Source: an optimization exercise on an open RTL-to-GDS flow (aim: small area and a short achievable clock period). Production flows keep margins and buffers that such runs may drop. Function was checked by simulation only, so behaviour that the tests miss may differ from the original. Power is estimated from default activity; no workload was simulated.

## north
Design cpu, start of the top module:
module cpu (clk, rst, imem_addr, imem_data, test, test1);
	input clk, rst;
	output [6:0] imem_addr;
	input  [31:0] imem_data;
	output [31:0] test;
	output [31:0] test1;
	reg [6:0] pc;
	always @(posedge clk or posedge rst)
		if (rst) pc <= 7'd0;
		else     pc <= pc + 7'd1;
	assign imem_addr = pc;
	reg [31:0] ir;
	always @(posedge clk)
		ir <= rst ? 32'd0 : imem_data;
	assign test = ir;
	wire [5:0] op = ir[31:26];
	wire [5:0] fn = ir[5:0];
	wire d_lw  = (op == 6'b000111);
	wire d_sw  = (op == 6'b001000);
	wire d_r   = (op == 6'b000110);
	wire d_add = d_r & (fn == 6'b100000);
	wire d_sub = d_r & (fn == 6'b100010);
	wire d_and = d_r & (fn == 6'b100100);
	wire d_or  = d_r & (fn == 6'b100101);
	wire d_mem = d_lw | d_sw;
	wire d_valid = d_mem | d_add | d_sub | d_and | d_or;
	wire d_arith = d_mem | d_add | d_sub;
	wire [4:0] d_dest = d_mem ? ir[20:16] : (d_valid ? ir[15:11] : 5'd0);
	wire [511:0] rf;      
	wire [15:0] rs_oh, rt_oh;
	genvar g;
	generate
		for (g = 0; g < 16; g = g + 1) begin : DEC
			assign rs_oh[g] = (ir[25:21] == g);
			assign rt_oh[g] = (ir[20:16] == g);
		end
	endgenerate
	reg [31:0] rd_a, rd_b;
	integer k;
	always @(*) begin
		rd_a = 32'd0;
		rd_b = 32'd0;
		for (k = 0; k < 16; k = k + 1) begin
			rd_a = rd_a | ({32{rs_oh[k]}} & rf[32*k +: 32]);
			rd_b = rd_b | ({32{rt_oh[k]}} & rf[32*k +: 32]);
		end
	end
	reg [31:0] ea;            
  ...
Size in the first run: ~1200 flip-flops, about 110 I/O pins, roughly 0.047 sq mm of cells after synthesis.
export LEC_CHECK = 0
export CAP_MARGIN = 20
export CORE_MARGIN = 2
export CORE_UTILIZATION = 75
export CTS_CLUSTER_DIAMETER = 60
export CTS_CLUSTER_SIZE = 30
export SETUP_SLACK_MARGIN = 3.0
export SLEW_MARGIN = 20
create_clock -name core_clock -period 5.5 [get_ports {clk}]
run.sh (not shown) runs the stock make flow with config.mk's settings and CLKGATE_MAP_FILE= SYNTH_SCRIPT=/design/flow/synth_recipe.tcl, a recipe that flattens the netlist after the stock synthesis.
Inputs modified between north and south:
Settings: setting TNS_END_PERCENT to 5 for the first time; changing CORE_UTILIZATION from 75 to 55.
[summary]
Side by side, met2 track utilization from global routing turned out lower in south than in north. north → south: number of antenna diodes dropped 3, proportion of layout cells with a drive suffix above 1 climbed 0.24 points, sequential cell area share dropped 1.3 points, relative contribution of sequential cells to total power dropped 4.6 points, critical path's largest stage delay climbed 0.45 ns.

cpu, a different RTL version from the one above (not shown whole).
For scale: ~3100 cells after synthesis, roughly 110 I/O pins, roughly 46000 um^2 of cells after synthesis.
clock: 5.5 ns
lec_check: 0
cap_margin: 20
core_margin: 2
core_utilization: 55
cts_cluster_diameter: 60
cts_cluster_size: 30
setup_slack_margin: 2.8
slew_margin: 20
Edit:
- SETUP_SLACK_MARGIN: 2.8 -> 3.6
Worst setup slack improves by 0.19 ns.
Routed wire length came out higher by 19%.
Die area does not change.
Sequential share of layout area came out lower by 8.3 points.
Total power came out higher by 5.2%.
First-iteration DRC count came out higher by 2.2%.
Clock power came out higher by 4.2%.
Via count came out higher by 9.5%.
Edit:
- SETUP_SLACK_MARGIN: 3.6 -> 3.0
What happened: Clock-buffer cell count came out lower by 2. Wire length came out lower by 15%. Area after synthesis does not change. Register-to-register slack loses 0.02 ns. Sequential power is about the same. Utilization came out lower by 9.1 points. Cell count came out lower by 6.6%. Total power came out lower by 3.7%.

build 88:
cpu, a different RTL version from the one above (not shown whole).
Size: ~2900 cells after synthesis, about 1100 flip-flops, ~44000 um2 of cells after synthesis.
==> flow/config.mk <==
export PLATFORM = sky130hd
export DESIGN_NAME = cpu
export DESIGN_NICKNAME = cpu
export VERILOG_FILES = /design/flow/design.v
export SDC_FILE = /design/flow/constraint.sdc
export NUM_CORES = 4
export LEC_CHECK = 0
export CAP_MARGIN = 20
export CORE_MARGIN = 2
export CORE_UTILIZATION = 40
export SETUP_SLACK_MARGIN = 3.0
export SLEW_MARGIN = 20
==> flow/constraint.sdc <==
create_clock -name core_clock -period 5.5 [get_ports {clk}]
set_input_delay 1.1000 -clock core_clock [delete_from_list [all_inputs] [get_ports {clk}]]
set_output_delay 1.1000 -clock core_clock [all_outputs]
set_load 0.01 [all_outputs]
> inputs changed (build 88 -> build 72)
# build 88
export LEC_CHECK = 0
export CAP_MARGIN = 20
export CORE_MARGIN = 2
export CORE_UTILIZATION = 40
export SETUP_SLACK_MARGIN = 3.0
export SLEW_MARGIN = 20
create_clock -name core_clock -period 5.5 [get_ports {clk}]
# build 72
export LEC_CHECK = 0
export CAP_MARGIN = 20
export CORE_MARGIN = 2
export CORE_UTILIZATION = 40
export SLEW_MARGIN = 20
create_clock -name core_clock -period 5.5 [get_ports {clk}]
- Re post-synth design cell area: no difference whatsoever between build 88 and build 72.
- The run with more routed wire is build 88, not build 72.
- ~same met3 global-route usage in build 88 and build 72
- Delta(combinational power share, build 72 - build 88) < 0
- Worst hold slack: build 72 lower than build 88
- The lower standby leakage power came out of build 72.
## Diff of input files: build 96 against build 72
# build 72
export LEC_CHECK = 0
export CAP_MARGIN = 20
export CORE_MARGIN = 2
export CORE_UTILIZATION = 40
export SLEW_MARGIN = 20
create_clock -name core_clock -period 5.5 [get_ports {clk}]
# build 96
export LEC_CHECK = 0
export CAP_MARGIN = 20
export CORE_MARGIN = 2
export CORE_UTILIZATION = 65
export SETUP_SLACK_MARGIN = 3.0
export SLEW_MARGIN = 20
create_clock -name core_clock -period 5.5 [get_ports {clk}]
Findings:
Worst path setup slack after routing: build 96 vs build 72 up 0.93 ns
Compared with build 72, build 96 supports a higher clock frequency.
Looking at highest-delay cell along the critical path, the sky130_fd_sc_hd__fa_2 result is from build 96; the sky130_fd_sc_hd__o31ai_4 one comes from build 72.
Build 96 vs. build 72: final critical-path share of the clock period has decreased, area occupied by multi-input gates saw an increase, power moved up.

[afterwards: timing with drivers on the ports]
No port has a modelled driver above. Below, the same layouts with a new extraction and two added sets of constraints. Step 1, drivers: a clkbuf_16 drives clk and a buf_2 each remaining input, both assumed. Step 2 also shifts input and output timing later by t, the mid clock arrival at the registers, as if the neighbouring blocks saw the same clock. Three values: no drivers, after step 1, after step 2; two values: the first two.
run	shift t [ns]	setup WS [ns]	pins driven straight from the clock port
north	0.739	2.864 / 2.864 / 2.343	1
south	0.722	2.721 / 2.666 / 2.176	1
the first run of note 2	0.708	2.821 / 2.778 / 2.130	1
the second run of note 2	0.734	3.011 / 3.011 / 2.726	1
the third run of note 2	0.712	2.990 / 2.938 / 2.312	1
build 88	0.765	1.383 / 1.383 / 1.383	1
build 72	0.767	0.505 / 0.505 / 0.505	1
build 96	0.746	1.436 / 1.436 / 1.436	1
After both steps every run listed still meets setup and hold. For the first run of note 2, which loses most, drivers alone change the setup slack by -0.043 ns; drivers and shift together by -0.691 ns.
